Background: an optimization exercise with open tools, aiming at small area, a short achievable clock period and few clock cycles. Do not read the settings as production practice. Where RTL was checked, it was by simulation tests only, not by an equivalence proof against the original. For run 1, only the layout was checked, not whether the RTL still works. No activity file was given, so power comes from the tool's default toggle rates.

--- design/flow/config.mk ---
export PLATFORM = sky130hd
export DESIGN_NAME = top
export DESIGN_NICKNAME = top
export VERILOG_FILES = /design/flow/design.v
export SDC_FILE = /design/flow/constraint.sdc
export NUM_CORES = 4
export LEC_CHECK = 0
export CAP_MARGIN = 20
export CORE_MARGIN = 2
export CORE_UTILIZATION = 40
export SLEW_MARGIN = 20
--- design/flow/constraint.sdc ---
create_clock -name core_clock -period 10.0 [get_ports {clk}]
set_input_delay 2.0000 -clock core_clock [delete_from_list [all_inputs] [get_ports {clk}]]
set_output_delay 2.0000 -clock core_clock [all_outputs]
set_load 0.01 [all_outputs]
--- design/flow/design.v ---
module matrix_mult (
    input         clk,
    input  [71:0] A,
    input  [71:0] B,
    input  [2:0]  row,    
    input  [2:0]  col,    
    output [7:0]  c
);
    wire [7:0] a0 = ({8{row[0]}} & A[0*8+:8]) | ({8{row[1]}} & A[3*8+:8]) | ({8{row[2]}} & A[6*8+:8]);
    wire [7:0] a1 = ({8{row[0]}} & A[1*8+:8]) | ({8{row[1]}} & A[4*8+:8]) | ({8{row[2]}} & A[7*8+:8]);
    wire [7:0] a2 = ({8{row[0]}} & A[2*8+:8]) | ({8{row[1]}} & A[5*8+:8]) | ({8{row[2]}} & A[8*8+:8]);
    wire [7:0] b0 = ({8{col[0]}} & B[0*8+:8]) | ({8{col[1]}} & B[1*8+:8]) | ({8{col[2]}} & B[2*8+:8]);
    wire [7:0] b1 = ({8{col[0]}} & B[3*8+:8]) | ({8{col[1]}} & B[4*8+:8]) | ({8{col[2]}} & B[5*8+:8]);
    wire [7:0] b2 = ({8{col[0]}} & B[6*8+:8]) | ({8{col[1]}} & B[7*8+:8]) | ({8{col[2]}} & B[8*8+:8]);
    wire s1 = (a0[0] & b0[0]) ^ (a1[0] & b1[0]) ^ (a2[0] & b2[0]);
    wire k2 = ((a0[0] & b0[0]) & (a1[0] & b1[0])) | ((a0[0] & b0[0]) & (a2[0] & b2[0])) | ((a1[0] & b1[0]) & (a2[0] & b2[0]));
    wire s3 = (a0[0] & b0[1]) ^ (a0[1] & b0[0]) ^ (a1[0] & b1[1]);
    wire k4 = ((a0[0] & b0[1]) & (a0[1] & b0[0])) | ((a0[0] & b0[1]) & (a1[0] & b1[1])) | ((a0[1] & b0[0]) & (a1[0] & b1[1]));
    wire s5 = (a1[1] & b1[0]) ^ (a2[0] & b2[1]) ^ (a2[1] & b2[0]);
    wire k6 = ((a1[1] & b1[0]) & (a2[0] & b2[1])) | ((a1[1] & b1[0]) & (a2[1] & b2[0])) | ((a2[0] & b2[1]) & (a2[1] & b2[0]));
    wire s7 = k2 ^ s3 ^ s5;
    wire k8 = (k2 & s3) | (k2 & s5) | (s3 & s5);
    wire s9 = (a0[0] & b0[2]) ^ (a0[1] & b0[1]) ^ (a0[2] & b0[0]);
    wire k10 = ((a0[0] & b0[2]) & (a0[1] & b0[1])) | ((a0[0] & b0[2]) & (a0[2] & b0[0])) | ((a0[1] & b0[1]) & (a0[2] & b0[0]));
    wire s11 = (a1[0] & b1[2]) ^ (a1[1] & b1[1]) ^ (a1[2] & b1[0]);
    wire k12 = ((a1[0] & b1[2]) & (a1[1] & b1[1])) | ((a1[0] & b1[2]) & (a1[2] & b1[0])) | ((a1[1] & b1[1]) & (a1[2] & b1[0]));
    wire s13 = (a2[0] & b2[2]) ^ (a2[1] & b2[1]) ^ (a2[2] & b2[0]);
    wire k14 = ((a2[0] & b2[2]) & (a2[1] & b2[1])) | ((a2[0] & b2[2]) & (a2[2] & b2[0])) | ((a2[1] & b2[1]) & (a2[2] & b2[0]));
    wire s15 = k4 ^ k6 ^ s9;
    wire k16 = (k4 & k6) | (k4 & s9) | (k6 & s9);
    wire s17 = s11 ^ s13 ^ k8;
    wire k18 = (s11 & s13) | (s11 & k8) | (s13 & k8);
    wire s19 = (a0[0] & b0[3]) ^ (a0[1] & b0[2]) ^ (a0[2] & b0[1]);
    wire k20 = ((a0[0] & b0[3]) & (a0[1] & b0[2])) | ((a0[0] & b0[3]) & (a0[2] & b0[1])) | ((a0[1] & b0[2]) & (a0[2] & b0[1]));
    wire s21 = (a0[3] & b0[0]) ^ (a1[0] & b1[3]) ^ (a1[1] & b1[2]);
    wire k22 = ((a0[3] & b0[0]) & (a1[0] & b1[3])) | ((a0[3] & b0[0]) & (a1[1] & b1[2])) | ((a1[0] & b1[3]) & (a1[1] & b1[2]));
    wire s23 = (a1[2] & b1[1]) ^ (a1[3] & b1[0]) ^ (a2[0] & b2[3]);
    wire k24 = ((a1[2] & b1[1]) & (a1[3] & b1[0])) | ((a1[2] & b1[1]) & (a2[0] & b2[3])) | ((a1[3] & b1[0]) & (a2[0] & b2[3]));
    wire s25 = (a2[1] & b2[2]) ^ (a2[2] & b2[1]) ^ (a2[3] & b2[0]);
    wire k26 = ((a2[1] & b2[2]) & (a2[2] & b2[1])) | ((a2[1] & b2[2]) & (a2[3] & b2[0])) | ((a2[2] & b2[1]) & (a2[3] & b2[0]));
    wire s27 = k10 ^ k12 ^ k14;
    wire k28 = (k10 & k12) | (k10 & k14) | (k12 & k14);
    wire s29 = s19 ^ s21 ^ s23;
    wire k30 = (s19 & s21) | (s19 & s23) | (s21 & s23);
    wire s31 = s25 ^ k16 ^ s27;
    wire k32 = (s25 & k16) | (s25 & s27) | (k16 & s27);
    wire s33 = (a0[0] & b0[4]) ^ (a0[1] & b0[3]) ^ (a0[2] & b0[2]);
    wire k34 = ((a0[0] & b0[4]) & (a0[1] & b0[3])) | ((a0[0] & b0[4]) & (a0[2] & b0[2])) | ((a0[1] & b0[3]) & (a0[2] & b0[2]));
    wire s35 = (a0[3] & b0[1]) ^ (a0[4] & b0[0]) ^ (a1[0] & b1[4]);
    wire k36 = ((a0[3] & b0[1]) & (a0[4] & b0[0])) | ((a0[3] & b0[1]) & (a1[0] & b1[4])) | ((a0[4] & b0[0]) & (a1[0] & b1[4]));
    wire s37 = (a1[1] & b1[3]) ^ (a1[2] & b1[2]) ^ (a1[3] & b1[1]);
    wire k38 = ((a1[1] & b1[3]) & (a1[2] & b1[2])) | ((a1[1] & b1[3]) & (a1[3] & b1[1])) | ((a1[2] & b1[2]) & (a1[3] & b1[1]));
    wire s39 = (a1[4] & b1[0]) ^ (a2[0] & b2[4]) ^ (a2[1] & b2[3]);
    wire k40 = ((a1[4] & b1[0]) & (a2[0] & b2[4])) | ((a1[4] & b1[0]) & (a2[1] & b2[3])) | ((a2[0] & b2[4]) & (a2[1] & b2[3]));
    wire s41 = (a2[2] & b2[2]) ^ (a2[3] & b2[1]) ^ (a2[4] & b2[0]);
    wire k42 = ((a2[2] & b2[2]) & (a2[3] & b2[1])) | ((a2[2] & b2[2]) & (a2[4] & b2[0])) | ((a2[3] & b2[1]) & (a2[4] & b2[0]));
    wire s43 = k20 ^ k22 ^ k24;
    wire k44 = (k20 & k22) | (k20 & k24) | (k22 & k24);
    wire s45 = k26 ^ s33 ^ s35;
    wire k46 = (k26 & s33) | (k26 & s35) | (s33 & s35);
    wire s47 = s37 ^ s39 ^ s41;
    wire k48 = (s37 & s39) | (s37 & s41) | (s39 & s41);
    wire s49 = k28 ^ k30 ^ s43;
    wire k50 = (k28 & k30) | (k28 & s43) | (k30 & s43);
    wire s51 = (a0[0] & b0[5]) ^ (a0[1] & b0[4]) ^ (a0[2] & b0[3]);
    wire k52 = ((a0[0] & b0[5]) & (a0[1] & b0[4])) | ((a0[0] & b0[5]) & (a0[2] & b0[3])) | ((a0[1] & b0[4]) & (a0[2] & b0[3]));
    wire s53 = (a0[3] & b0[2]) ^ (a0[4] & b0[1]) ^ (a0[5] & b0[0]);
    wire k54 = ((a0[3] & b0[2]) & (a0[4] & b0[1])) | ((a0[3] & b0[2]) & (a0[5] & b0[0])) | ((a0[4] & b0[1]) & (a0[5] & b0[0]));
    wire s55 = (a1[0] & b1[5]) ^ (a1[1] & b1[4]) ^ (a1[2] & b1[3]);
    wire k56 = ((a1[0] & b1[5]) & (a1[1] & b1[4])) | ((a1[0] & b1[5]) & (a1[2] & b1[3])) | ((a1[1] & b1[4]) & (a1[2] & b1[3]));
    wire s57 = (a1[3] & b1[2]) ^ (a1[4] & b1[1]) ^ (a1[5] & b1[0]);
    wire k58 = ((a1[3] & b1[2]) & (a1[4] & b1[1])) | ((a1[3] & b1[2]) & (a1[5] & b1[0])) | ((a1[4] & b1[1]) & (a1[5] & b1[0]));
    wire s59 = (a2[0] & b2[5]) ^ (a2[1] & b2[4]) ^ (a2[2] & b2[3]);
    wire k60 = ((a2[0] & b2[5]) & (a2[1] & b2[4])) | ((a2[0] & b2[5]) & (a2[2] & b2[3])) | ((a2[1] & b2[4]) & (a2[2] & b2[3]));
    wire s61 = (a2[3] & b2[2]) ^ (a2[4] & b2[1]) ^ (a2[5] & b2[0]);
    wire k62 = ((a2[3] & b2[2]) & (a2[4] & b2[1])) | ((a2[3] & b2[2]) & (a2[5] & b2[0])) | ((a2[4] & b2[1]) & (a2[5] & b2[0]));
    wire s63 = k34 ^ k36 ^ k38;
    wire k64 = (k34 & k36) | (k34 & k38) | (k36 & k38);
    wire s65 = k40 ^ k42 ^ s51;
    wire k66 = (k40 & k42) | (k40 & s51) | (k42 & s51);
    wire s67 = s53 ^ s55 ^ s57;
    wire k68 = (s53 & s55) | (s53 & s57) | (s55 & s57);
    wire s69 = s59 ^ s61 ^ k44;
    wire k70 = (s59 & s61) | (s59 & k44) | (s61 & k44);
    wire s71 = k46 ^ k48 ^ s63;
    wire k72 = (k46 & k48) | (k46 & s63) | (k48 & s63);
    wire s73 = (a0[0] & b0[6]) ^ (a0[1] & b0[5]) ^ (a0[2] & b0[4]);
    wire k74 = ((a0[0] & b0[6]) & (a0[1] & b0[5])) | ((a0[0] & b0[6]) & (a0[2] & b0[4])) | ((a0[1] & b0[5]) & (a0[2] & b0[4]));
    wire s75 = (a0[3] & b0[3]) ^ (a0[4] & b0[2]) ^ (a0[5] & b0[1]);
    wire k76 = ((a0[3] & b0[3]) & (a0[4] & b0[2])) | ((a0[3] & b0[3]) & (a0[5] & b0[1])) | ((a0[4] & b0[2]) & (a0[5] & b0[1]));
    wire s77 = (a0[6] & b0[0]) ^ (a1[0] & b1[6]) ^ (a1[1] & b1[5]);
    wire k78 = ((a0[6] & b0[0]) & (a1[0] & b1[6])) | ((a0[6] & b0[0]) & (a1[1] & b1[5])) | ((a1[0] & b1[6]) & (a1[1] & b1[5]));
    wire s79 = (a1[2] & b1[4]) ^ (a1[3] & b1[3]) ^ (a1[4] & b1[2]);
    wire k80 = ((a1[2] & b1[4]) & (a1[3] & b1[3])) | ((a1[2] & b1[4]) & (a1[4] & b1[2])) | ((a1[3] & b1[3]) & (a1[4] & b1[2]));
    wire s81 = (a1[5] & b1[1]) ^ (a1[6] & b1[0]) ^ (a2[0] & b2[6]);
    wire k82 = ((a1[5] & b1[1]) & (a1[6] & b1[0])) | ((a1[5] & b1[1]) & (a2[0] & b2[6])) | ((a1[6] & b1[0]) & (a2[0] & b2[6]));
    wire s83 = (a2[1] & b2[5]) ^ (a2[2] & b2[4]) ^ (a2[3] & b2[3]);
    wire k84 = ((a2[1] & b2[5]) & (a2[2] & b2[4])) | ((a2[1] & b2[5]) & (a2[3] & b2[3])) | ((a2[2] & b2[4]) & (a2[3] & b2[3]));
    wire s85 = (a2[4] & b2[2]) ^ (a2[5] & b2[1]) ^ (a2[6] & b2[0]);
    wire k86 = ((a2[4] & b2[2]) & (a2[5] & b2[1])) | ((a2[4] & b2[2]) & (a2[6] & b2[0])) | ((a2[5] & b2[1]) & (a2[6] & b2[0]));
    wire s87 = k52 ^ k54 ^ k56;
    wire k88 = (k52 & k54) | (k52 & k56) | (k54 & k56);
    wire s89 = k58 ^ k60 ^ k62;
    wire k90 = (k58 & k60) | (k58 & k62) | (k60 & k62);
    wire s91 = s73 ^ s75 ^ s77;
    wire k92 = (s73 & s75) | (s73 & s77) | (s75 & s77);
    wire s93 = s79 ^ s81 ^ s83;
    wire k94 = (s79 & s81) | (s79 & s83) | (s81 & s83);
    wire s95 = s85 ^ k64 ^ k66;
    wire k96 = (s85 & k64) | (s85 & k66) | (k64 & k66);
    wire s97 = k68 ^ s87 ^ s89;
    wire k98 = (k68 & s87) | (k68 & s89) | (s87 & s89);
    wire s99 = (a0[0] & b0[7]) ^ (a0[1] & b0[6]) ^ (a0[2] & b0[5]);
    wire s100 = (a0[3] & b0[4]) ^ (a0[4] & b0[3]) ^ (a0[5] & b0[2]);
    wire s101 = (a0[6] & b0[1]) ^ (a0[7] & b0[0]) ^ (a1[0] & b1[7]);
    wire s102 = (a1[1] & b1[6]) ^ (a1[2] & b1[5]) ^ (a1[3] & b1[4]);
    wire s103 = (a1[4] & b1[3]) ^ (a1[5] & b1[2]) ^ (a1[6] & b1[1]);
    wire s104 = (a1[7] & b1[0]) ^ (a2[0] & b2[7]) ^ (a2[1] & b2[6]);
    wire s105 = (a2[2] & b2[5]) ^ (a2[3] & b2[4]) ^ (a2[4] & b2[3]);
    wire s106 = (a2[5] & b2[2]) ^ (a2[6] & b2[1]) ^ (a2[7] & b2[0]);
    wire s107 = k74 ^ k76 ^ k78;
    wire s108 = k80 ^ k82 ^ k84;
    wire s109 = k86 ^ s99 ^ s100;
    wire s110 = s101 ^ s102 ^ s103;
    wire s111 = s104 ^ s105 ^ s106;
    wire s112 = k88 ^ k90 ^ k92;
    wire s113 = k94 ^ s107 ^ s108;
    wire s114 = s109 ^ s110 ^ s111;
    reg p0_0;
    reg p1_0;
    reg p2_0;
    reg p2_1;
    reg p3_0;
    reg p3_1;
    reg p3_2;
    reg p4_0;
    reg p4_1;
    reg p4_2;
    reg p4_3;
    reg p5_0;
    reg p5_1;
    reg p5_2;
    reg p5_3;
    reg p5_4;
    reg p6_0;
    reg p6_1;
    reg p6_2;
    reg p6_3;
    reg p6_4;
    reg p6_5;
    reg p7_0;
    reg p7_1;
    reg p7_2;
    reg p7_3;
    reg p7_4;
    always @(posedge clk) begin
        p0_0 <= s1;
        p1_0 <= s7;
        p2_0 <= s15;
        p2_1 <= s17;
        p3_0 <= s29;
        p3_1 <= k18;
        p3_2 <= s31;
        p4_0 <= s45;
        p4_1 <= s47;
        p4_2 <= k32;
        p4_3 <= s49;
        p5_0 <= s65;
        p5_1 <= s67;
        p5_2 <= k50;
        p5_3 <= s69;
        p5_4 <= s71;
        p6_0 <= s91;
        p6_1 <= s93;
        p6_2 <= k70;
        p6_3 <= k72;
        p6_4 <= s95;
        p6_5 <= s97;
        p7_0 <= k96;
        p7_1 <= k98;
        p7_2 <= s112;
        p7_3 <= s113;
        p7_4 <= s114;
    end
    wire s115 = p5_0 ^ p5_1;
    wire k116 = p5_0 & p5_1;
    wire s117 = p6_0 ^ p6_1 ^ p6_2;
    wire k118 = (p6_0 & p6_1) | (p6_0 & p6_2) | (p6_1 & p6_2);
    wire s119 = p6_3 ^ p6_4;
    wire k120 = p6_3 & p6_4;
    wire s121 = p7_0 ^ p7_1 ^ p7_2;
    wire s122 = p7_3 ^ p7_4;
    wire s123 = p4_0 ^ p4_1;
    wire k124 = p4_0 & p4_1;
    wire s125 = p5_2 ^ p5_3 ^ p5_4;
    wire k126 = (p5_2 & p5_3) | (p5_2 & p5_4) | (p5_3 & p5_4);
    wire s127 = k116 ^ p6_5 ^ s117;
    wire k128 = (k116 & p6_5) | (k116 & s117) | (p6_5 & s117);
    wire s129 = k118 ^ k120 ^ s121;
    wire s130 = p3_0 ^ p3_1;
    wire k131 = p3_0 & p3_1;
    wire s132 = p4_2 ^ p4_3 ^ s123;
    wire k133 = (p4_2 & p4_3) | (p4_2 & s123) | (p4_3 & s123);
    wire s134 = k124 ^ s115 ^ s125;
    wire k135 = (k124 & s115) | (k124 & s125) | (s115 & s125);
    wire s136 = k126 ^ s119 ^ s127;
    wire k137 = (k126 & s119) | (k126 & s127) | (s119 & s127);
    wire s138 = k128 ^ s122 ^ s129;
    wire [7:0] x = {k137, k135, k133, k131, p3_2, p2_0, p1_0, p0_0};
    wire [7:0] y = {s138, s136, s134, s132, s130, p2_1, 1'b0, 1'b0};
    assign c = x + y;
endmodule
module top(
    input clk,              
    input rst,              
    input cyc,              
    input stb,              
    input we,               
    input [3:0] wb_sel,     
    input [31:0] adr,       
    input [31:0] dat_mosi,  
    output [31:0] dat_miso,  
    output reg ack,             
    output reg err              
);
reg [71:0] A, B;
reg [7:0] rdata;
reg [2:0] tgt_row, tgt_col;    
reg [2:0] tag_row, tag_col;    
reg fresh;                     
reg missed;                    
reg wv;                        
reg [4:0] wa;
reg [7:0] wd;
reg rst_q;
assign dat_miso = {24'b0, rdata};
wire req      = cyc & stb;
wire adr_hi0  = ~|adr[31:5];
wire [4:0] a5 = adr[4:0];
wire lo_ab    = a5 < 5'd18;
wire lo_c     = (a5 >= 5'd18) & (a5 < 5'd27);
wire in_ab    = adr_hi0 & lo_ab;
wire in_c     = adr_hi0 & lo_c;
wire wr       = req & we & wb_sel[0];
wire rd       = req & ~we;
wire wr_ab    = wr & in_ab;
wire rd_c     = rd & in_c;
reg [2:0] r_row, r_col;
always @(*) begin
    case (a5)
        5'd18: begin r_row = 3'b001; r_col = 3'b001; end
        5'd19: begin r_row = 3'b001; r_col = 3'b010; end
        5'd20: begin r_row = 3'b001; r_col = 3'b100; end
        5'd21: begin r_row = 3'b010; r_col = 3'b001; end
        5'd22: begin r_row = 3'b010; r_col = 3'b010; end
        5'd23: begin r_row = 3'b010; r_col = 3'b100; end
        5'd24: begin r_row = 3'b100; r_col = 3'b001; end
        5'd25: begin r_row = 3'b100; r_col = 3'b010; end
        default: begin r_row = 3'b100; r_col = 3'b100; end
    endcase
end
wire [2:0] n_col = {tgt_col[1:0], tgt_col[2]};
wire [2:0] n_row = tgt_col[2] ? {tgt_row[1:0], tgt_row[2]} : tgt_row;
function touches;
    input [4:0] x;
    input [2:0] row, col;
    begin
        if (x < 5'd9)
            touches = (x < 5'd3) ? row[0] : (x < 5'd6) ? row[1] : row[2];
        else if (x == 5'd9 || x == 5'd12 || x == 5'd15)
            touches = col[0];
        else if (x == 5'd10 || x == 5'd13 || x == 5'd16)
            touches = col[1];
        else
            touches = col[2];
    end
endfunction
wire hit = |(r_row & tag_row) & |(r_col & tag_col) & fresh &
           ~(wv & touches(wa, tag_row, tag_col));
wire [7:0] c;
matrix_mult mm_inst(.clk(clk), .A(A), .B(B), .row(tgt_row), .col(tgt_col), .c(c));
always @(posedge clk or posedge rst) begin
    if (rst) begin
        tgt_row <= 3'b000;
        tgt_col <= 3'b000;
        fresh <= 1'b0;
        missed <= 1'b0;
        wv <= 1'b0;
    end else begin
        fresh <= ~((wv & touches(wa, tgt_row, tgt_col)) | rst_q);
        missed <= rd_c & ~hit;
        wv <= wr_ab;
        if (wr) begin
            tgt_row <= 3'b001;
            tgt_col <= (a5 == 5'd17) ? 3'b010 : 3'b001;
        end else if (rd & lo_c) begin
            tgt_row <= missed ? r_row : n_row;
            tgt_col <= missed ? r_col : n_col;
        end
    end
end
always @(posedge clk or posedge rst) begin
    if (rst)
        rst_q <= 1'b1;
    else
        rst_q <= 1'b0;
end
always @(posedge clk) begin
    ack <= wr_ab | (rd_c & hit);
    err <= (wr & ~in_ab) | (rd & ~in_c);
end
always @(posedge clk) begin
    tag_row <= tgt_row;
    tag_col <= tgt_col;
end
always @(posedge clk) begin
    wa <= a5;
    wd <= dat_mosi[7:0];
end
always @(posedge clk)
    rdata <= c;
wire [7:0] sdata = rst_q ? 8'b0 : wd;
integer e;
always @(posedge clk) begin
    for (e = 0; e < 9; e = e + 1) begin
        if (rst_q | (wv & (wa == e)))     A[e*8+:8] <= sdata;
        if (rst_q | (wv & (wa == e + 9))) B[e*8+:8] <= sdata;
    end
end
endmodule
--- design/flow/flow/run.sh ---
#!/bin/bash
bash standard.sh SETUP_SLACK_MARGIN=7 \
  "BUFFER_PORTS_ARGS=-buffer_cell sky130_fd_sc_hd__buf_1" \
  "CTS_ARGS=-sink_clustering_enable -repair_clock_nets -buf_list sky130_fd_sc_hd__clkbuf_16 -sink_clustering_size 30 -sink_clustering_max_diameter 150 -dont_use_dummy_load" \
  finish > standard.log 2>&1
--- design/flow/standard.sh ---
#!/bin/bash
# synth_recipe.tcl (not shown) runs the flow's synth.tcl, then flattens the netlist and writes it again
# the make line also repeats each setting of config.mk as NAME=value (left out here)
make -C /OpenROAD-flow-scripts/flow DESIGN_CONFIG=/design/flow/config.mk WORK_HOME=/design/flow/orfs CLKGATE_MAP_FILE= SYNTH_SCRIPT=/design/flow/synth_recipe.tcl "${@:-finish}"
==> run summary, run 1 <==
worst slack, placed=5.99 ns; CP Max Fanout=3; async set-or-reset flop fraction in the synthesized netlist=between 4 and 5%; Post-Place Cells=1,111; worst min path class=reg -> reg; Synth top area share=43.6%; 1st-pass router iterations=7; P&R area growth vs syn=17.7%; Die Y-Extent=between 150 and 200 um; port buffer count=55; share of power burned in registers=between 40 and 50%; RD Place Congestion=about 0.85; number of fill cells=roughly 2,100; Setup Skew=0.0492 ns; Seq/Total Area, Yosys=57.4%; Switch Pwr=0.824 mW; final instance area=11,700 um^2; Clock transition at path regs=0.11 ns; initial antenna violation count=0; largest net degree at the start of global routing=31; CP arrival=about 3.6 ns; Net count, final=1,013; Worst-Skew Late Latency=0.48 ns; switching share of power=31.8%; vias in the first global route=about 6,000; ant diodes=0; initial core utilization=40.8%; prevailing post-synth register cell=edfxtp_1; die area=roughly 26,000 um^2; Core Region=between 20,000 and 25,000 um^2; fmax=~320 MHz; drt via density=between 5 and 6; Setup CP Type=in -> reg; RSZ-0062 raised after global routing=yes; CTS root buffer=clkbuf_16; DR WL/cell=19.2 um; normalized max-slew margin=around a third; mapped cell area=between 9000 and 10,000 um^2; Clock Sinks=between 200 and 250; final worst slack=6.85 ns; via count=6,337; H-Tree Depth=1; Congestion Overflow GR=0; Pwr Density=222 nW/um^2; dpl hpwl=about 14 mm; worst path required time=10.40 ns; Gate Count Post-Synth=740; CTS Buf Count=10; share of cells above drive strength 1=24.2%; drt total wl=22.9 mm; Antenna Violating Nets Remaining=0; #FFs+latches synth=210; Final Max Tran Viols=0; Worst Setup Start Kind=input port; Util after Layout=approximately 48%; IO Count=approximately 110; final hold viol count=0; largest cells by area after synthesis=edfxtp_1 44%, dfxtp_1 11%, fa_1 11%; number of core rows=57; Post-synth EDFFs=144; Comb pwr share=40.6%; Worst Tran Pin Value=1.01 ns; final std cells w/o fill=approximately 1,200; CTS tree=built; Syn Area/Cell=13.4 um^2; Final setup viols=0; DRC viols=0; peak supply drop=between 0.15 and 0.2 mV; Die Wd=162 um; placed cell areas=10,500 um^2; Clock Power Share=16.3%; Int Pwr=1.77 mW; warnings from Yosys=2; status=finished clean; Final Cycle Share=31.5%; Global Route Usage Sum=about 16%; CP Capture Type=flop; maxcap violations=0; Initial DRC Count=658; Yosys top cell by area=edfxtp_1; crit path time final=approximately 3.1 ns; first-pass GRT wire length=32.9 mm; CTS max path bufs=3; TNS Setup=0 ns; P_leak=4.34 nW; count of different cell masters after synthesis=58
## cells in the final DEF, fill, tap and decap left out, drive strengths merged, types with 17 or more instances in the layout
master	n
edfxtp	144
buf	141
nor2	87
dfxtp	56
fa	56
inv	48
a222oi	47
xnor2	32
or2	30
conb	25
nand2	21
clkbuf	17
## power groups by stage
stage          Combinational [mW]  Clock (mW)  Sequential [mW]
2_1_floorplan               0.703           0             1.13
3_3_place_gp                0.908           0             1.13
3_5_place_dp                0.918           0             1.13
4_1_cts                     0.974       0.437             1.11
5_1_grt                      1.18       0.467             1.13
6_report                     1.05       0.423             1.12
## metal layers
| layer | track usage (%) | vias up | share of wire (%) |
|---|---|---|---|
| met5 | 0 | - | 0 |
| met4 | 4.34 | 0 | 2.7 |
| met3 | 2.16 | 35 | 6.2 |
| met2 | 28.5 | 262 | 50 |
| met1 | 21.6 | 3168 | 41 |
| li1 | - | 2872 | - |
## synth_stat cells, types with 14 or more instances
cell / number
dfxtp_1: 56
xnor2_1: 29
edfxtp_1: 144
a222oi_1: 47
clkbuf_1: 15
fa_1: 56
buf_4: 25
or2_2: 30
ha_1: 14
nor2b_1: 15
inv_1: 48
nand2_1: 21
nor2_1: 84
## state kept, by name, summed over array words and instances (netlist names), 3 cells and up
| register | flops |
|---|---|
| A | 72 |
| B | 72 |
| rdata | 8 |
| wd | 8 |
| wa | 5 |
| tag_col | 3 |
| tag_row | 3 |
| tgt_col | 3 |
| tgt_row | 3 |
## cell type report
cell class              instances  area [um^2]  share of cell area (%)
flip-flops and latches        210         5700                    48.8
multi-input cells             452         3980                    34.1
repair buffers                148         1160                    9.94
well taps                     324          405                    3.47
clock buffers                  10          250                    2.14
inverters                      48          185                    1.58
## worst paths after layout
kind                                         from                endpoint  slack [ns]  cells past startpoint
max                                        adr[0]             ack$_DFF_P_        6.85                      9
min                          mm_inst.p1_0$_DFF_P_        rdata[1]$_DFF_P_        0.34                      0
max reg2reg                tgt_col[0]$_DFFE_PP0P_    mm_inst.p6_5$_DFF_P_        6.98                     10
min reg2reg                  mm_inst.p1_0$_DFF_P_        rdata[1]$_DFF_P_        0.34                      0
max in group asynchronous                     rst  tgt_col[2]$_DFFE_PP0P_        8.18                      2
min in group asynchronous                     rst  tgt_col[1]$_DFFE_PP0P_        1.49                      2
## critical path: stages
cell	delay, ns
buf_8	0.09
inv_6	0.04
buf_6	0.10
ha_4	0.22
o2bb2ai_2	0.13
a21bo_2	0.23
a311oi_2	0.33
nand4b_1	0.21
a21oi_2	0.20
## logic make-up after synthesis
group / Yosys count / share of synthesized area, %
mux: 8 / 0.819
compound gates: 114 / 9.59
flops: 210 / 57.4
fa+ha+maj: 70 / 13.1
xor+xnor: 44 / 4.39
buf+inv: 103 / 5.37
other cells: 1 / 0.0378
simple gates: 190 / 9.36
## metrics by stage
step	power, mW	hold WS (ns)
global placement	2.04	0.310
floorplan	1.83	0.310
detailed placement	2.05	0.312
global route	2.78	0.343
finish	2.59	0.337
CTS	2.53	0.338
## timing repair
action / in CTS / in global routing
resized for setup: 37 / 60
cloned: 1 / 6
setup endpoints to repair: 34 / 21
hold buffers: 0 / 0
pin swaps: 30 / 45
setup buffers: 35 / 29
==> run 2, diff against run 1 <==
--- a/design/flow/design.v
+++ b/design/flow/design.v
@@ -260,6 +260,6 @@
     endcase
 end
-wire [2:0] n_col = {tgt_col[1:0], tgt_col[2]};
-wire [2:0] n_row = tgt_col[2] ? {tgt_row[1:0], tgt_row[2]} : tgt_row;
+wire [2:0] nn_col = {r_col[0], r_col[2:1]};
+wire [2:0] nn_row = r_col[0] ? r_row : {r_row[1:0], r_row[2]};
 function touches;
     input [4:0] x;
@@ -295,6 +295,6 @@
             tgt_col <= (a5 == 5'd17) ? 3'b010 : 3'b001;
         end else if (rd & lo_c) begin
-            tgt_row <= missed ? r_row : n_row;
-            tgt_col <= missed ? r_col : n_col;
+            tgt_row <= missed ? r_row : nn_row;
+            tgt_col <= missed ? r_col : nn_col;
         end
     end
--- a/design/flow/config.mk
+++ b/design/flow/config.mk
@@ -8,4 +8,4 @@
 export CAP_MARGIN = 20
 export CORE_MARGIN = 2
-export CORE_UTILIZATION = 40
+export CORE_UTILIZATION = 30
 export SLEW_MARGIN = 20
==> run 2 against run 1 <==
Net effect: critical path depth unchanged; hold slack better by 0.0033 ns; cell area down 3.0%; register-to-register slack better by 0.07 ns; routed wire length down 7.9%; largest cell class unchanged.
==> run summary, run 2 <==
initial core utilization=30.4% (was 40.8%); Pwr Density=220 nW/um^2 (was 222 nW/um^2); 1st-pass router iterations=5 (was 7); CP Capture Type=flop (unchanged); Core Region=32,500 um^2 (was 24,300 um^2); count of different cell masters after synthesis=56 (was 58); Worst Setup Start Kind=input port (unchanged); Min-Delay Path Depth=0 (unchanged); Seq/Total Area, Yosys=57.5% (was 57.4%); Post-synth EDFFs=144 (unchanged); initial antenna violation count=0 (unchanged); maxcap violations=0 (unchanged); share of power burned in registers=44.7% (was 43.1%); Initial DRC Count=505 (was 658); FF-to-FF setup slack=7.05 ns (was 6.98 ns); worst min path class=reg -> reg (unchanged); peak supply drop=0.101 mV (was 0.183 mV); worst path required time=10.41 ns (was 10.40 ns); RSZ-0062 raised after global routing=yes (unchanged); Clock Sinks=210 (unchanged); placed cell areas=10,700 um^2 (was 10,500 um^2); Final setup viols=0 (unchanged); cell with the most instances after synthesis=edfxtp_1 (unchanged); Die Y-Extent=186 um (was 162 um); Global Route Usage Sum=12.5% (was 16.3%); warnings from Yosys=2 (unchanged); final instance area=11,300 um^2 (was 11,700 um^2); IO Count=107 (unchanged); Int Pwr=1.70 mW (was 1.77 mW); CTS root buffer=clkbuf_16 (unchanged); Setup CP Type=in -> reg (unchanged); crit path time final=2.99 ns (was 3.15 ns); first-pass GRT wire length=33.2 mm (was 32.9 mm); mapped cell area=9900 um^2 (was 9930 um^2); drt total wl=21.1 mm (was 22.9 mm); Gate Count Post-Synth=753 (was 740); port buffer count=55 (unchanged); FF-to-FF End=mm_inst.p5_4$_DFF_P_ (was mm_inst.p6_5$_DFF_P_); TNS Setup=0 ns (unchanged); dpl hpwl=15.1 mm (was 14.5 mm); switching share of power=31.7% (was 31.8%); CP Max Fanout=10 (was 3); Multi-input gate area=3940 um^2 (was 3980 um^2); Setup Skew=0.0198 ns (was 0.0492 ns); Post-synth top cells=144 x edfxtp_1, 79 x nor2_1, 56 x dfxtp_1, 56 x fa_1, 49 x inv_1 (was 144 x edfxtp_1, 84 x nor2_1, 56 x dfxtp_1, 56 x fa_1, 48 x inv_1); largest net degree at the start of global routing=31 (unchanged); number of fill cells=3,232 (was 2,142); Congestion Overflow GR=0 (unchanged); share of cells above drive strength 1=15.0% (was 24.2%); R2R cell count=9 (was 10); Reg area=5700 um^2 (about the same); Final Max Tran Viols=0 (unchanged); drt via density=4.72 (was 5.32); Synth top area share=43.7% (was 43.6%); ant diodes=0 (unchanged); Worst Tran Pin Value=0.939 ns (was 1.01 ns); P_leak=4.17 nW (was 4.34 nW); Clock Power Share=17.4% (was 16.3%); prevailing post-synth register cell=edfxtp_1 (unchanged); Clock transition at path regs=0.12 ns (was 0.11 ns); commonest non-fill, non-tap cell in the layout=edfxtp_1 (unchanged); CTS Buf Count=10 (unchanged); Hold Buf Count CTS=0 (unchanged); Syn Area/Cell=13.2 um^2 (was 13.4 um^2); vias in the first global route=6,057 (was 6,059); worst r2r src=tgt_col[0]$_DFFE_PP0P_ (unchanged); CTS max path bufs=3 (unchanged); CP arrival=3.40 ns (was 3.55 ns); Worst-Skew Late Latency=0.46 ns (was 0.48 ns); fmax=334 MHz (was 317 MHz); RD Place Congestion=0.815 (was 0.853); biggest registers after layout=A: 72 flops, B: 72 flops (unchanged); Die Wd=186 um (was 162 um); #FFs+latches synth=210 (unchanged); commonest non-fill, non-tap cells in the layout=144 x edfxtp_1, 79 x nor2_1, 56 x dfxtp_1 (was 144 x edfxtp_1, 79 x nor2_1, 75 x buf_4); die area=34,500 um^2 (was 26,100 um^2); DRC viols=0 (unchanged); number of core rows=66 (was 57); via count=6,066 (was 6,337); final hold viol count=0 (unchanged); async set-or-reset flop fraction in the synthesized netlist=4.76% (unchanged); P&R area growth vs syn=14.4% (was 17.7%); Antenna Violating Nets Remaining=0 (unchanged); hold_sp=mm_inst.p1_0$_DFF_P_ (unchanged); largest cells by area after synthesis=edfxtp_1 44%, dfxtp_1 11%, fa_1 11% (unchanged); Switch Pwr=0.788 mW (was 0.824 mW); Comb pwr share=38.0% (was 40.6%); Net count, final=987 (was 1,013); Final Cycle Share=29.9% (was 31.5%); DR WL/cell=16.5 um (was 19.2 um); CTS tree=built (unchanged); Yosys top cell by area=edfxtp_1 (unchanged); status=finished clean (unchanged); H-Tree Depth=1 (unchanged); endpoint of the worst hold path=rdata[1]$_DFF_P_ (unchanged); normalized max-slew margin=37.2% (was 32.8%)
run 2: power by group through the flow:
stage,registers [mW],clock network (mW),logic [mW]
finish,1.11,0.432,0.945
global route,1.13,0.473,1.07
CTS,1.12,0.445,0.936
detailed placement,1.14,0,0.901
global placement,1.14,0,0.885
floorplan,1.13,0,0.682
run 2: per-layer routing:
layer | vias up | share of wire (%) | routed length [um] | GRT usage, %
li1 | 2824 | - | - | -
met1 | 3029 | 44 | 9250 | 16.4
met2 | 191 | 49 | 10300 | 21.7
met3 | 22 | 5.4 | 1130 | 1.92
met4 | 0 | 2.0 | 426 | 2.80
met5 | - | 0 | 0 | 0
run 2: kinds of logic after synthesis:
group / count (synthesis) / share of synthesized area [%]
AOI/OAI and AO/OA: 122 / 9.86
xor gates and xnor gates: 42 / 4.13
adders and majority gates: 70 / 13.1
buffers and inverters: 103 / 5.10
DFF: 210 / 57.5
muxes: 7 / 0.720
other: 1 / 0.0379
and+or+nand+nor: 198 / 9.53
run 2: final cells by class:
type	instances	area share, %
flip-flops and latches	210	50.3
multi-input cells	464	34.8
repair buffers	109	6.05
well taps	442	4.88
clock buffers	10	2.21
inverters	49	1.80
run 2: how the worst max path moves through the flow:
stage	slack, ns	cells past startpoint	to	startpoint
2_1_floorplan	6.76	8	ack$_DFF_P_	adr[1]
3_3_place_gp	5.92	9	ack$_DFF_P_	adr[1]
3_5_place_dp	5.87	9	ack$_DFF_P_	adr[1]
4_1_cts	6.98	8	mm_inst.p6_5$_DFF_P_	tgt_col[0]$_DFFE_PP0P_
5_1_grt	6.94	9	mm_inst.p7_4$_DFF_P_	tgt_col[0]$_DFFE_PP0P_
6_report	7.01	9	ack$_DFF_P_	adr[1]
run 2: per-stage QoR:
step                util (%)  total power, mW  setup slack (ns)  hold slack [ns]  cells
floorplan                  -             1.81              6.76            0.310    777
global placement        32.8             2.02              5.92            0.315   1239
detailed placement      32.8             2.04              5.87            0.312   1240
CTS                     34.4             2.50              6.98            0.339   1276
global route            34.8             2.67              6.94            0.350   1284
finish                  34.8             2.49              7.01            0.340   1284
run 2: worst max-delay path: stages:
cell and delay [ns]:
buf_12 0.12, inv_12 0.04, ha_4 0.22, and2_4 0.14, o311ai_4 0.23, a32oi_1 0.10, a211oi_2 0.29, nand3b_1 0.13
a21oi_2 0.13
run 2: timing repair:
item                       CTS  global route
gates resized for setup     22            18
setup buffers               26             8
setup endpoints to repair   34            23
pin swaps                   27            14
cloned                       0             0
Testbench counts of run 2, summed over its fixed seeds: cycles 8,640.
==> run 3, diff against run 2 <==
--- a/design/flow/config.mk
+++ b/design/flow/config.mk
@@ -8,4 +8,5 @@
 export CAP_MARGIN = 20
 export CORE_MARGIN = 2
-export CORE_UTILIZATION = 30
+export CORE_UTILIZATION = 40
+export PLACE_DENSITY = 0.5
 export SLEW_MARGIN = 20
==> run 3 against run 2 <==
Net effect: clock power barely moved; cell area barely moved; non-clock buffer count rose by 7; combinational power rose by 2%; routed wire length rose by 6.9%; worst setup slack got worse by 0.0026 ns; core utilization rose by 12 points; global-route usage rose by 5.1 points; count of clock-buffer cells in the layout did not move; synthesized cell count did not move; sequential share of layout area barely moved; via count fell by 0.21%; largest power group unchanged.
==> run summary, run 3 <==
status=finished clean (unchanged); warnings from Yosys=2 (unchanged); Die Y-Extent=161 um (was 186 um); share of cells above drive strength 1=17.2% (was 15.0%); Setup Skew=0.0290 ns (was 0.0198 ns); port buffer count=55 (unchanged); final hold viol count=0 (unchanged); CP max-delay cell=a211oi_2 (unchanged); Post-Place Cells=1,121 (was 1,240); Congestion Overflow GR=0 (unchanged); Net count, final=994 (was 987); XOR/XNOR Fraction of Synth Area=4.13% (unchanged); Worst Setup Start Kind=input port (unchanged); #FFs+latches synth=210 (unchanged); ant diodes=0 (unchanged); Clock transition at path regs=0.12 ns (about the same); DR WL/cell=19.3 um (was 16.5 um); Seq/Total Area, Yosys=57.5% (unchanged); first-pass GRT wire length=35.1 mm (was 33.2 mm); biggest registers after layout=A: 72 flops, B: 72 flops (unchanged); fmax=334 MHz (about the same); final worst slack=7.01 ns (about the same); DRC viols=0 (unchanged); Syn Area/Cell=13.2 um^2 (unchanged); Post-synth top cells=144 x edfxtp_1, 79 x nor2_1, 56 x dfxtp_1, 56 x fa_1, 49 x inv_1 (unchanged); 1st-pass router iterations=6 (was 5); worst min path class=reg -> reg (unchanged); async set-or-reset flop fraction in the synthesized netlist=4.76% (unchanged); Final setup viols=0 (unchanged); CTS root buffer=clkbuf_16 (unchanged); main combinational cell family by area after synthesis=adder cells (unchanged); CP arrival=3.41 ns (was 3.40 ns); dpl hpwl=15.8 mm (was 15.1 mm); worst hold slack=0.337 ns (was 0.340 ns); P&R area growth vs syn=14.3% (was 14.4%); drt via density=5.16 (was 4.72); H-Tree Depth=1 (unchanged); Core Region=24,300 um^2 (was 32,500 um^2); Gate Count Post-Synth=753 (unchanged); TNS Setup=0 ns (unchanged); Pwr Density=221 nW/um^2 (was 220 nW/um^2); cell with the most instances after synthesis=edfxtp_1 (unchanged); adder-cell share of the synthesized area=13.1% (unchanged); Reg area=5700 um^2 (about the same); via count=6,053 (was 6,066); worst-path cell chain=buf_12 -> inv_12 -> ha_4 -> and2_4 -> o311ai_4 -> a32oi_1 -> a211oi_2 -> nand3b_1 -> a21oi_1 (was buf_12 -> inv_12 -> ha_4 -> and2_4 -> o311ai_4 -> a32oi_1 -> a211oi_2 -> nand3b_1 -> a21oi_2); maxcap violations=0 (unchanged); die area=26,000 um^2 (was 34,500 um^2); CTS Buf Count=10 (unchanged); Multi-input gate area=3970 um^2 (was 3940 um^2); peak supply drop=0.135 mV (was 0.101 mV); drt total wl=22.6 mm (was 21.1 mm); vias in the first global route=6,347 (was 6,057); CTS max path bufs=3 (unchanged); Worst-Skew Late Latency=0.48 ns (was 0.46 ns); Final Cycle Share=29.9% (about the same); mapped cell area=9900 um^2 (unchanged); max incr delay on CP=0.29 ns (about the same); P_leak=4.22 nW (was 4.17 nW); Synth Area in Compound Gates=9.86% (unchanged); count of different cell masters after synthesis=56 (unchanged); commonest non-fill, non-tap cell in the layout=edfxtp_1 (unchanged); Die Wd=161 um (was 186 um); Post-synth EDFFs=144 (unchanged); final instance area=11,300 um^2 (about the same); Initial DRC Count=457 (was 505); largest cells by area after synthesis=edfxtp_1 44%, dfxtp_1 11%, fa_1 11% (unchanged); commonest non-fill, non-tap cells in the layout=144 x edfxtp_1, 77 x nor2_1, 56 x dfxtp_1 (was 144 x edfxtp_1, 79 x nor2_1, 56 x dfxtp_1); multiplexer share of the synthesized area=0.720% (unchanged); Antenna Violating Nets Remaining=0 (unchanged); CTS tree=built (unchanged); CP Capture Type=flop (unchanged); CP Max Fanout=6 (was 10); worst path required time=10.42 ns (was 10.41 ns); crit path time final=2.99 ns (about the same); RD Place Congestion=0.829 (was 0.815); placed cell areas=10,500 um^2 (was 10,700 um^2); Worst Tran Pin Value=0.948 ns (was 0.939 ns); normalized max-slew margin=36.7% (was 37.2%); Global Route Usage Sum=17.6% (was 12.5%); worst slack, placed=5.88 ns (was 5.87 ns); Clock Sinks=210 (unchanged); largest net degree at the start of global routing=31 (unchanged); Yosys top cell by area=edfxtp_1 (unchanged); number of fill cells=2,207 (was 3,232); Setup CP Type=in -> reg (unchanged); final std cells w/o fill=1,173 (was 1,284); Post-Synth Simple-Gate Area=9.53% (unchanged); initial antenna violation count=0 (unchanged); initial core utilization=40.7% (was 30.4%); prevailing post-synth register cell=edfxtp_1 (unchanged); RSZ-0062 raised after global routing=yes (unchanged); number of core rows=57 (was 66); IO Count=107 (unchanged); Synth top area share=43.7% (unchanged); Final Max Tran Viols=0 (unchanged)
## run 3: what timing repair did
item | 4_1_cts | 5_1_grt
endpoints found under the hold margin | 0 | 0
resized for setup | 32 | 27
setup endpoints to repair | 31 | 23
setup buffers | 26 | 15
cloned | 0 | 1
pin swaps | 26 | 22
hold buffers | 0 | 0
## run 3: report_power, final
group          switching, mW  internal (mW)
clock network          0.250          0.182
logic                  0.507          0.455
registers             0.0425           1.07
## run 3: logic make-up after synthesis
logic type	count (synthesis)
adders and majority gates	70
buffers and inverters	103
muxes	7
xor gates and xnor gates	42
other	1
AOI/OAI and AO/OA	122
and+or+nand+nor	198
DFF	210
## run 3: critical path: cells and delay by family
kind	cells	cell delay, ns
buf+inv	2	0.17
fa+ha+maj	1	0.19
compound gates	4	0.79
simple gates	2	0.25
## run 3: per-stage QoR
step / power [mW] / util (%)
floorplan: 1.81 / -
global route: 2.69 / 46.6
detailed placement: 2.05 / 43.3
CTS: 2.52 / 45.6
global placement: 2.03 / 43.3
finish: 2.51 / 46.6
## run 3: metal layers
metal | vias up | global-route usage, % | part of all wire, %
met5 | - | 0 | 0
li1 | 2828 | - | -
met3 | 27 | 2.36 | 4.0
met2 | 154 | 31.4 | 51
met1 | 3044 | 22.4 | 42
met4 | 0 | 4.83 | 2.3
## run 3: final timing paths
check | startpoint | endpoint | slack (ns) | cells past startpoint
setup / recovery | adr[1] | ack$_DFF_P_ | 7.01 | 9
hold / removal | mm_inst.p0_0$_DFF_P_ | rdata[0]$_DFF_P_ | 0.34 | 0
setup reg to reg | tgt_col[0]$_DFFE_PP0P_ | mm_inst.p5_4$_DFF_P_ | 7.11 | 9
hold reg to reg | mm_inst.p0_0$_DFF_P_ | rdata[0]$_DFF_P_ | 0.34 | 0
max in group asynchronous | rst | tgt_col[0]$_DFFE_PP0P_ | 8.18 | 2
min in group asynchronous | rst | tgt_row[1]$_DFFE_PP0P_ | 1.48 | 2
## run 3: final cells by class
type	count	share of cell area, %
clock buffer	10	2.21
multi-input combinational	464	35.1
tap	324	3.58
sequential	210	50.3
inverter	49	1.80
timing repair buffer	116	7.00
==> run 4, diff against run 3 <==
--- a/design/flow/config.mk
+++ b/design/flow/config.mk
@@ -8,5 +8,4 @@
 export CAP_MARGIN = 20
 export CORE_MARGIN = 2
-export CORE_UTILIZATION = 40
-export PLACE_DENSITY = 0.5
+export CORE_UTILIZATION = 25
 export SLEW_MARGIN = 20
==> run 4 against run 3 <==
Net effect: flip-flop and latch count is the same; hold slack gained 0.0051 ns; power is essentially flat; core utilization shrank 17 points; first-iteration DRC count grew 36%; count of clock-buffer cells in the layout is the same; die area grew 58%; critical path type unchanged; highest routed layer unchanged.
==> run summary, run 4 <==
1st-pass router iterations=8 (was 6); Pwr Density=217 nW/um^2 (was 221 nW/um^2); prevailing post-synth register cell=edfxtp_1 (unchanged); RSZ-0062 raised after global routing=yes (unchanged); CP max-delay cell=o311ai_4 (was a211oi_2); worst slack, placed=5.89 ns (was 5.88 ns); CP startpoint=adr[1] (unchanged); normalized max-slew margin=37.4% (was 36.7%); maxcap violations=0 (unchanged); via count=6,183 (was 6,053); R2R cell count=7 (was 9); #FFs+latches synth=210 (unchanged); number of fill cells=3,898 (was 2,207); Global Route Usage Sum=10.5% (was 17.6%); CTS Buf Count=10 (unchanged); first-pass GRT wire length=33.6 mm (was 35.1 mm); CP arrival=3.42 ns (was 3.41 ns); die area=41,200 um^2 (was 26,000 um^2); H-Tree Depth=1 (unchanged); Core Region=38,800 um^2 (was 24,300 um^2); count of different cell masters after synthesis=56 (unchanged); dpl hpwl=15.1 mm (was 15.8 mm); worst r2r src=tgt_row[1]$_DFFE_PP0P_ (was tgt_col[0]$_DFFE_PP0P_); RD Place Congestion=0.802 (was 0.829); Setup CP Type=in -> reg (unchanged); P_leak=4.23 nW (was 4.22 nW); worst path required time=10.41 ns (was 10.42 ns); FF-to-FF setup slack=7.02 ns (was 7.11 ns); CP bufs+invs=2 (unchanged); drt via density=4.49 (was 5.16); TNS Setup=0 ns (unchanged); warnings from Yosys=2 (unchanged); Final setup viols=0 (unchanged); Gate Count Post-Synth=753 (unchanged); Die Y-Extent=203 um (was 161 um); CP Depth=9 (unchanged); crit path time final=3.00 ns (was 2.99 ns); Die Wd=203 um (was 161 um); ant diodes=0 (unchanged); initial core utilization=25.5% (was 40.7%); drt total wl=22.0 mm (was 22.6 mm); DR WL/cell=16.0 um (was 19.3 um); Setup Skew=0.0208 ns (was 0.0290 ns); IO Count=107 (unchanged); peak supply drop=0.0930 mV (was 0.135 mV); DRC viols=0 (unchanged); Seq/Total Area, Yosys=57.5% (unchanged); worst-path cell chain=buf_12 -> inv_12 -> ha_4 -> and2_4 -> o311ai_4 -> a32oi_1 -> a211oi_2 -> nand3b_1 -> a21oi_2 (was buf_12 -> inv_12 -> ha_4 -> and2_4 -> o311ai_4 -> a32oi_1 -> a211oi_2 -> nand3b_1 -> a21oi_1); CTS root buffer=clkbuf_16 (unchanged); Antenna Violating Nets Remaining=0 (unchanged); mapped cell area=9900 um^2 (unchanged); share of cells above drive strength 1=17.1% (was 17.2%); fmax=333 MHz (was 334 MHz); worst min path class=reg -> reg (unchanged); biggest registers after layout=A: 72 flops, B: 72 flops (unchanged); port buffer count=55 (unchanged); CTS tree=built (unchanged); Initial DRC Count=620 (was 457); Clock transition at path regs=0.11 ns (was 0.12 ns); Clock Sinks=210 (unchanged); max incr delay on CP=0.29 ns (about the same); Worst-Skew Late Latency=0.47 ns (was 0.48 ns); commonest non-fill, non-tap cells in the layout=144 x edfxtp_1, 78 x nor2_1, 58 x buf_4 (was 144 x edfxtp_1, 77 x nor2_1, 56 x dfxtp_1); Post-synth top cells=144 x edfxtp_1, 79 x nor2_1, 56 x dfxtp_1, 56 x fa_1, 49 x inv_1 (unchanged); FF-to-FF End=mm_inst.p3_2$_DFF_P_ (was mm_inst.p5_4$_DFF_P_); async set-or-reset flop fraction in the synthesized netlist=4.76% (unchanged); Final Max Tran Viols=0 (unchanged); P&R area growth vs syn=16.7% (was 14.3%); final hold viol count=0 (unchanged); Worst Setup Start Kind=input port (unchanged); initial antenna violation count=0 (unchanged); number of core rows=72 (was 57); Post-synth EDFFs=144 (unchanged); Top Family by Delay on Critical Path=compound AO/OA/AOI/OAI gates (unchanged); status=finished clean (unchanged); Net count, final=1,003 (was 994); Worst Tran Pin Value=0.937 ns (was 0.948 ns); Util after Layout=29.8% (was 46.6%); CP Max Fanout=5 (was 6); Congestion Overflow GR=0 (unchanged); final worst slack=7.00 ns (was 7.01 ns); commonest non-fill, non-tap cell in the layout=edfxtp_1 (unchanged); vias in the first global route=6,002 (was 6,347); largest net degree at the start of global routing=31 (unchanged); cell with the most instances after synthesis=edfxtp_1 (unchanged); CP Capture Type=flop (unchanged); largest cells by area after synthesis=edfxtp_1 44%, dfxtp_1 11%, fa_1 11% (unchanged); CTS max path bufs=3 (unchanged); Synth top area share=43.7% (unchanged); capture point of the critical path=ack$_DFF_P_ (unchanged); Hold Buf Count CTS=0 (unchanged); Final Cycle Share=30.0% (was 29.9%); Syn Area/Cell=13.2 um^2 (unchanged); Yosys top cell by area=edfxtp_1 (unchanged)
## run 4: cell counts after synthesis
Identical to the previous run, type by type.
## run 4: how the worst min path moves through the flow
stage / slack (ns) / endpoint / start / depth (start not counted)
3_3_place_gp: 0.32 / rdata[1]$_DFF_P_ / mm_inst.p1_0$_DFF_P_ / 0
6_report: 0.34 / rdata[0]$_DFF_P_ / mm_inst.p0_0$_DFF_P_ / 0
3_5_place_dp: 0.32 / rdata[0]$_DFF_P_ / mm_inst.p0_0$_DFF_P_ / 0
5_1_grt: 0.35 / rdata[0]$_DFF_P_ / mm_inst.p0_0$_DFF_P_ / 0
4_1_cts: 0.35 / rdata[0]$_DFF_P_ / mm_inst.p0_0$_DFF_P_ / 0
2_1_floorplan: 0.31 / rdata[0]$_DFF_P_ / mm_inst.p0_0$_DFF_P_ / 0
## run 4: cells by family (layout without fill, tap and decap cells)
family / Yosys count / in the layout / synth area share [%]
AOI/OAI and AO/OA: 122 / 122 / 9.86
xor gates and xnor gates: 42 / 42 / 4.13
adders and majority gates: 70 / 70 / 13.1
buffers and inverters: 103 / 184 / 5.10
DFF: 210 / 210 / 57.5
muxes: 7 / 7 / 0.720
other: 1 / 25 / 0.0379
and+or+nand+nor: 198 / 198 / 9.53
## run 4: where the power goes
| part | leakage, nW | internal (mW) | switching [mW] |
|---|---|---|---|
| clock | 0.123 | 0.182 | 0.250 |
| sequential | 1.98 | 1.07 | 0.0460 |
| combinational | 2.13 | 0.450 | 0.509 |
| total | 4.23 | 1.70 | 0.805 |
## run 4: cell type report
| cell class | instances | area [um^2] | area share (%) |
|---|---|---|---|
| Multi-Input combinational cell | 464 | 3930 | 34.0 |
| Tap cell | 518 | 648 | 5.61 |
| Sequential cell | 210 | 5710 | 49.4 |
| Timing Repair Buffer | 125 | 823 | 7.12 |
| Clock buffer | 10 | 250 | 2.16 |
| Inverter | 49 | 204 | 1.76 |
## run 4: what timing repair did
item | CTS | global route
buffers inserted | 36 | 14
pin swaps | 26 | 21
cloned | 0 | 0
resized for setup | 25 | 23
endpoints found under the setup margin | 34 | 19
endpoints found under the hold margin | 0 | 0
## run 4: through the flow
step | cell area, um^2 | std cells | hold WS (ns) | power, mW
6_report | 11600 | 1376 | 0.343 | 2.51
5_1_grt | 11600 | 1376 | 0.353 | 2.69
4_1_cts | 11400 | 1362 | 0.349 | 2.53
3_5_place_dp | 10800 | 1316 | 0.322 | 2.05
3_3_place_gp | 10800 | 1316 | 0.322 | 2.04
2_1_floorplan | 10100 | 777 | 0.310 | 1.81
## run 4: metal layers
metal / global-route usage, % / routed length, um / up-vias
li1: - / - / 2852
met5: 0 / 0 / -
met3: 1.44 / 1350 / 14
met4: 1.80 / 222 / 0
met2: 17.8 / 10600 / 222
met1: 14.4 / 9880 / 3095
==> run 5, diff against run 4 <==
--- a/design/flow/config.mk
+++ b/design/flow/config.mk
@@ -8,4 +8,4 @@
 export CAP_MARGIN = 20
 export CORE_MARGIN = 2
-export CORE_UTILIZATION = 25
+export CORE_UTILIZATION = 20
 export SLEW_MARGIN = 20
==> run 5 against run 4 <==
Net effect: critical path type is now reg -> reg; synthesized cell count unchanged; sequential share of layout area down 1.1 points; register-to-register slack worse by 0.11 ns; highest routed layer unchanged; largest power group unchanged; critical endpoint is now mm_inst.p3_2$_DFF_P_.
==> run summary, run 5 <==
TNS Setup=0 ns (unchanged); number of fill cells=5,111 (was 3,898); cell with the most instances after synthesis=edfxtp_1 (unchanged); Die Y-Extent=227 um (was 203 um); initial antenna violation count=0 (unchanged); 1st-pass router iterations=6 (was 8); via count=6,183 (unchanged); maxcap violations=0 (unchanged); IO Count=107 (unchanged); prevailing post-synth register cell=edfxtp_1 (unchanged); Pwr Density=215 nW/um^2 (was 217 nW/um^2); total chip power=2.54 mW (was 2.51 mW); DRC viols=0 (unchanged); Net count, final=1,003 (unchanged); Synth top area share=43.7% (unchanged); Worst-Skew Late Latency=0.48 ns (was 0.47 ns); Global Route Usage Sum=8.67% (was 10.5%); Congestion Overflow GR=0 (unchanged); CP Depth=8 (was 9); CTS max path bufs=3 (unchanged); vias in the first global route=6,176 (was 6,002); Multi-input gate area=3940 um^2 (was 3930 um^2); worst min path class=reg -> reg (unchanged); initial core utilization=20.2% (was 25.5%); Reg area=5700 um^2 (was 5710 um^2); mapped cell area=9900 um^2 (unchanged); worst-path cell chain=buf_12 -> a222oi_1 -> buf_4 -> buf_12 -> nor2_4 -> fa_2 -> fa_1 -> fa_1 (was buf_12 -> inv_12 -> ha_4 -> and2_4 -> o311ai_4 -> a32oi_1 -> a211oi_2 -> nand3b_1 -> a21oi_2); largest net degree at the start of global routing=31 (unchanged); XOR/XNOR Fraction of Synth Area=4.13% (unchanged); CTS Buf Count=10 (unchanged); Yosys top cell by area=edfxtp_1 (unchanged); RD Place Congestion=0.797 (was 0.802); port buffer count=55 (unchanged); R2R cell count=8 (was 7); Setup Skew=0.0255 ns (was 0.0208 ns); RSZ-0062 raised after global routing=yes (unchanged); Die Wd=227 um (was 203 um); Min-Delay Path Depth=0 (unchanged); CP Max Fanout=4 (was 5); Initial DRC Count=639 (was 620); P_leak=4.27 nW (was 4.23 nW); CTS root buffer=clkbuf_16 (unchanged); biggest registers after layout=A: 72 flops, B: 72 flops (unchanged); Worst Setup Start Kind=flop (was input port); #FFs+latches synth=210 (unchanged); worst hold slack=0.349 ns (was 0.343 ns); die area=51,300 um^2 (was 41,200 um^2); crit path time final=3.09 ns (was 3.00 ns); share of cells above drive strength 1=17.6% (was 17.1%); Post-synth top cells=144 x edfxtp_1, 79 x nor2_1, 56 x dfxtp_1, 56 x fa_1, 49 x inv_1 (unchanged); Top Family by Delay on Critical Path=adder cells (was compound AO/OA/AOI/OAI gates); commonest non-fill, non-tap cell in the layout=edfxtp_1 (unchanged); Hold Buf Count CTS=0 (unchanged); worst path required time=10.35 ns (was 10.41 ns); ant diodes=0 (unchanged); DR WL/cell=14.7 um (was 16.0 um); adder-cell share of the synthesized area=13.1% (unchanged); Final Cycle Share=30.9% (was 30.0%); normalized max-slew margin=27.8% (was 37.4%); CP Capture Type=flop (unchanged); drt via density=4.06 (was 4.49); Seq/Total Area, Yosys=57.5% (unchanged); peak supply drop=0.103 mV (was 0.0930 mV); status=finished clean (unchanged); commonest non-fill, non-tap cells in the layout=144 x edfxtp_1, 77 x nor2_1, 60 x buf_4 (was 144 x edfxtp_1, 78 x nor2_1, 58 x buf_4); largest cells by area after synthesis=edfxtp_1 44%, dfxtp_1 11%, fa_1 11% (unchanged); P&R area growth vs syn=19.1% (was 16.7%); max incr delay on CP=0.63 ns (was 0.29 ns); Post-Place Cells=1,465 (was 1,316); final std cells w/o fill=1,522 (was 1,376); CP max-delay cell=a222oi_1 (was o311ai_4); CP arrival=3.44 ns (was 3.42 ns); Worst Tran Pin Value=1.08 ns (was 0.937 ns); Gate Count Post-Synth=753 (unchanged); Core Region=49,000 um^2 (was 38,800 um^2); main combinational cell family by area after synthesis=adder cells (unchanged); Setup CP Type=reg -> reg (was in -> reg); count of different cell masters after synthesis=56 (unchanged); first-pass GRT wire length=34.6 mm (was 33.6 mm); CP bufs+invs=3 (was 2); fmax=323 MHz (was 333 MHz); warnings from Yosys=2 (unchanged); Clock Sinks=210 (unchanged); Synth Area in Compound Gates=9.86% (unchanged); Post-Synth Simple-Gate Area=9.53% (unchanged); Syn Area/Cell=13.2 um^2 (unchanged); async set-or-reset flop fraction in the synthesized netlist=4.76% (unchanged); Post-synth EDFFs=144 (unchanged); final hold viol count=0 (unchanged); drt total wl=22.4 mm (was 22.0 mm); Final Max Tran Viols=0 (unchanged); Final setup viols=0 (unchanged); dpl hpwl=15.5 mm (was 15.1 mm); CTS tree=built (unchanged); placed cell areas=11,000 um^2 (was 10,800 um^2); number of core rows=81 (was 72); final instance area=11,800 um^2 (was 11,600 um^2); Clock transition at path regs=0.12 ns (was 0.11 ns); H-Tree Depth=1 (unchanged); Antenna Violating Nets Remaining=0 (unchanged); multiplexer share of the synthesized area=0.720% (unchanged)
[run 5: cell counts after synthesis]
Identical to the previous run, type by type.
[run 5: per-stage QoR]
stage / util, % / setup slack, ns
after floorplan: - / 6.76
after global routing: 24.1 / 6.83
after CTS: 23.6 / 6.91
final: 24.1 / 6.91
after global placement: 22.4 / 5.91
after detailed placement: 22.4 / 5.86
[run 5: cell type report]
type,instances,share of cell area (%)
sequential,210,48.3
multi-input combinational,464,33.4
timing repair buffer,125,7.39
tap,664,7.04
clock buffer,10,2.12
inverter,49,1.73
[run 5: cell families after synthesis]
logic type / after synthesis
flip-flops: 210
XOR/XNOR: 42
buffers and inverters: 103
AO/OA/AOI/OAI: 122
other: 1
adder cells (fa/ha/maj): 70
AND/OR/NAND/NOR: 198
multiplexers: 7
[run 5: worst paths after layout]
path	slack (ns)	startpoint	end
max in group asynchronous	8.23	rst	rst_q$_DFF_PP1_
worst min-delay path	0.35	mm_inst.p1_0$_DFF_P_	rdata[1]$_DFF_P_
worst min register to register	0.35	mm_inst.p1_0$_DFF_P_	rdata[1]$_DFF_P_
min in group asynchronous	1.45	rst	tgt_row[1]$_DFFE_PP0P_
worst max register to register	6.91	tgt_row[0]$_DFFE_PP0P_	mm_inst.p3_2$_DFF_P_
worst max-delay path	6.91	tgt_row[0]$_DFFE_PP0P_	mm_inst.p3_2$_DFF_P_
[run 5: timing repair]
item	4_1_cts	5_1_grt
gates cloned	0	1
pin swaps	17	29
endpoints found under the hold margin	0	0
buffers inserted	30	16
endpoints found under the setup margin	32	21
resized for setup	26	23
[run 5: metal layers]
layer  track usage [%]  vias to the layer above  share of wire (%)
met3              1.48                       26                7.0
met4              1.85                        0                1.7
met1              12.0                     3058                 46
met2              14.2                      249                 46
li1                  -                     2850                  -
met5                 0                        -                  0
[run 5: power breakdown]
| part | switching [mW] | internal (mW) |
|---|---|---|
| Sequential | 0.0439 | 1.07 |
| Combinational | 0.521 | 0.464 |
| Clock | 0.256 | 0.182 |
| Total | 0.820 | 1.72 |
[run 5: worst register-to-register path, cell delays in order, from the launching register on]
cell	delay, ns
dfrtp_2	0.47
buf_12	0.14
a222oi_1	0.64
buf_4	0.26
buf_12	0.11
nor2_4	0.03
fa_2	0.34
fa_1	0.56
fa_1	0.41
==> run 6, diff against run 5 <==
--- a/design/flow/config.mk
+++ b/design/flow/config.mk
@@ -8,4 +8,4 @@
 export CAP_MARGIN = 20
 export CORE_MARGIN = 2
-export CORE_UTILIZATION = 20
+export CORE_UTILIZATION = 40
 export SLEW_MARGIN = 20
==> run 6 against run 5 <==
Net effect: clock power decreased by 2%; final cell count down 22%; die area is 49% lower; largest power group unchanged; fmax is 4.3% higher; worst setup slack gained 0.13 ns; sequential power about the same; critical path depth grew 1; combinational power fell by 3.0%.
==> run summary, run 6 <==
status=finished clean (unchanged); DR top layer=met4 (unchanged); Initial DRC Count=618 (was 639); Final Cycle Share=29.6% (was 30.9%); ant diodes=0 (unchanged); final worst slack=7.04 ns (was 6.91 ns); Synth top area share=43.7% (unchanged); RD Place Congestion=0.848 (was 0.797); drt via density=5.16 (was 4.06); first-pass GRT wire length=34.5 mm (was 34.6 mm); Worst-Skew Late Latency=0.49 ns (was 0.48 ns); Die Wd=161 um (was 227 um); fmax=337 MHz (was 323 MHz); FF-to-FF End=mm_inst.p5_4$_DFF_P_ (was mm_inst.p3_2$_DFF_P_); prevailing post-synth register cell=edfxtp_1 (unchanged); drt total wl=22.0 mm (was 22.4 mm); total chip power=2.50 mW (was 2.54 mW); H-Tree Depth=1 (unchanged); commonest non-fill, non-tap cells in the layout=144 x edfxtp_1, 78 x nor2_1, 60 x buf_4 (was 144 x edfxtp_1, 77 x nor2_1, 60 x buf_4); P&R area growth vs syn=14.9% (was 19.1%); Hold Buf Count CTS=0 (unchanged); mapped cell area=9900 um^2 (unchanged); dpl hpwl=15.1 mm (was 15.5 mm); CTS max path bufs=3 (unchanged); FF-to-FF setup slack=7.04 ns (was 6.91 ns); CP arrival=3.39 ns (was 3.44 ns); normalized max-slew margin=28.3% (was 27.8%); P_leak=4.25 nW (was 4.27 nW); Congestion Overflow GR=0 (unchanged); share of cells above drive strength 1=17.7% (was 17.6%); Worst Setup Start Kind=input port (was flop); Global Route Usage Sum=17.3% (was 8.67%); final hold viol count=0 (unchanged); commonest non-fill, non-tap cell in the layout=edfxtp_1 (unchanged); Seq/Total Area, Yosys=57.5% (unchanged); R2R cell count=8 (unchanged); RSZ-0062 raised after global routing=yes (unchanged); Comb pwr share=38.3% (was 38.8%); crit path time final=2.96 ns (was 3.09 ns); Setup Skew=0.0519 ns (was 0.0255 ns); worst path required time=10.43 ns (was 10.35 ns); placed cell areas=10,600 um^2 (was 11,000 um^2); cell with the most instances after synthesis=edfxtp_1 (unchanged); count of different cell masters after synthesis=56 (unchanged); worst min path class=reg -> reg (unchanged); final instance area=11,400 um^2 (was 11,800 um^2); CP Capture Type=flop (unchanged); CTS tree=built (unchanged); via count=6,101 (was 6,183); CP startpoint=adr[1] (was tgt_row[0]$_DFFE_PP0P_); switching share of power=31.5% (was 32.3%); endpoint of the worst hold path=rdata[1]$_DFF_P_ (unchanged); CTS root buffer=clkbuf_16 (unchanged); worst r2r src=tgt_col[0]$_DFFE_PP0P_ (was tgt_row[0]$_DFFE_PP0P_); Setup CP Type=in -> reg (was reg -> reg); CTS Buf Count=10 (unchanged); largest cells by area after synthesis=edfxtp_1 44%, dfxtp_1 11%, fa_1 11% (unchanged); hold_sp=mm_inst.p1_0$_DFF_P_ (unchanged); Clock Power Share=17.2% (was 17.3%); Pwr Density=219 nW/um^2 (was 215 nW/um^2); Yosys top cell by area=edfxtp_1 (unchanged); Post-synth EDFFs=144 (unchanged); Worst Tran Pin Value=1.07 ns (was 1.08 ns); CP Max Fanout=6 (was 4); Syn Area/Cell=13.2 um^2 (unchanged); 1st-pass router iterations=8 (was 6); worst slack, placed=5.88 ns (was 5.86 ns); Gate Count Post-Synth=753 (unchanged); async set-or-reset flop fraction in the synthesized netlist=4.76% (unchanged); IO Count=107 (unchanged); #FFs+latches synth=210 (unchanged)
==> run 6: cell counts after synthesis <==
No cell type changed its count.
==> run 6: repair_timing <==
item	4_1_cts	5_1_grt
endpoints found under the hold margin	0	0
gates resized for setup	26	36
pin swaps	26	19
setup endpoints to repair	35	17
buffers inserted	30	15
cloned	0	0
==> run 6: power groups by stage <==
stage / Sequential, mW / Combinational, mW / Clock, mW
2_1_floorplan: 1.13 / 0.682 / 0
3_3_place_gp: 1.14 / 0.884 / 0
3_5_place_dp: 1.14 / 0.903 / 0
4_1_cts: 1.11 / 0.951 / 0.442
5_1_grt: 1.13 / 1.09 / 0.475
6_report: 1.11 / 0.955 / 0.428
==> run 6: per-stage QoR <==
| step | instances | hold slack, ns |
|---|---|---|
| 2_1_floorplan | 777 | 0.310 |
| 3_3_place_gp | 1126 | 0.312 |
| 3_5_place_dp | 1128 | 0.314 |
| 4_1_cts | 1168 | 0.340 |
| 5_1_grt | 1183 | 0.355 |
| 6_report | 1183 | 0.339 |
==> run 6: layout make-up <==
class,count,area [um^2]
Inverter,49,204
Fill cell,2204,12900
Clock buffer,10,250
Sequential cell,210,5700
Tap cell,324,405
Multi-Input combinational cell,464,3960
Timing Repair Buffer,126,857
==> run 6: critical path, cell delays in order <==
cell and delay [ns]:
buf_12 0.12, inv_12 0.06, ha_4 0.19, and2_4 0.13
o311ai_4 0.25, a32oi_1 0.12, a211oi_2 0.28, nand3b_1 0.11
a21oi_1 0.13
==> run 6: how the worst max path moves through the flow <==
| stage | end | slack [ns] |
|---|---|---|
| 2_1_floorplan | ack$_DFF_P_ | 6.76 |
| 3_3_place_gp | tgt_row[1]$_DFFE_PP0P_ | 5.86 |
| 3_5_place_dp | tgt_row[1]$_DFFE_PP0P_ | 5.88 |
| 4_1_cts | mm_inst.p5_4$_DFF_P_ | 6.99 |
| 5_1_grt | mm_inst.p6_5$_DFF_P_ | 6.94 |
| 6_report | ack$_DFF_P_ | 7.04 |
==> run 6: logic make-up after synthesis <==
| logic type | share of synthesized area (%) |
|---|---|
| xor gates and xnor gates | 4.13 |
| buffers and inverters | 5.10 |
| muxes | 0.720 |
| other | 0.0379 |
| and+or+nand+nor | 9.53 |
| AOI/OAI and AO/OA | 9.86 |
| adders and majority gates | 13.1 |
| DFF | 57.5 |
==> run 6: metal layers <==
layer / track usage (%) / vias to the layer above
met5: 0 / -
met4: 4.14 / 0
met3: 2.88 / 29
met2: 30.3 / 184
met1: 22.5 / 3036
li1: - / 2852

Check on run 6: ideal ports give 7.036 ns setup slack; a clkbuf_16 on the clock port and buf_2 on the inputs give 7.006 ns; moving port delays by the midpoint clock arrival (0.506 ns) as well gives 6.510 ns.
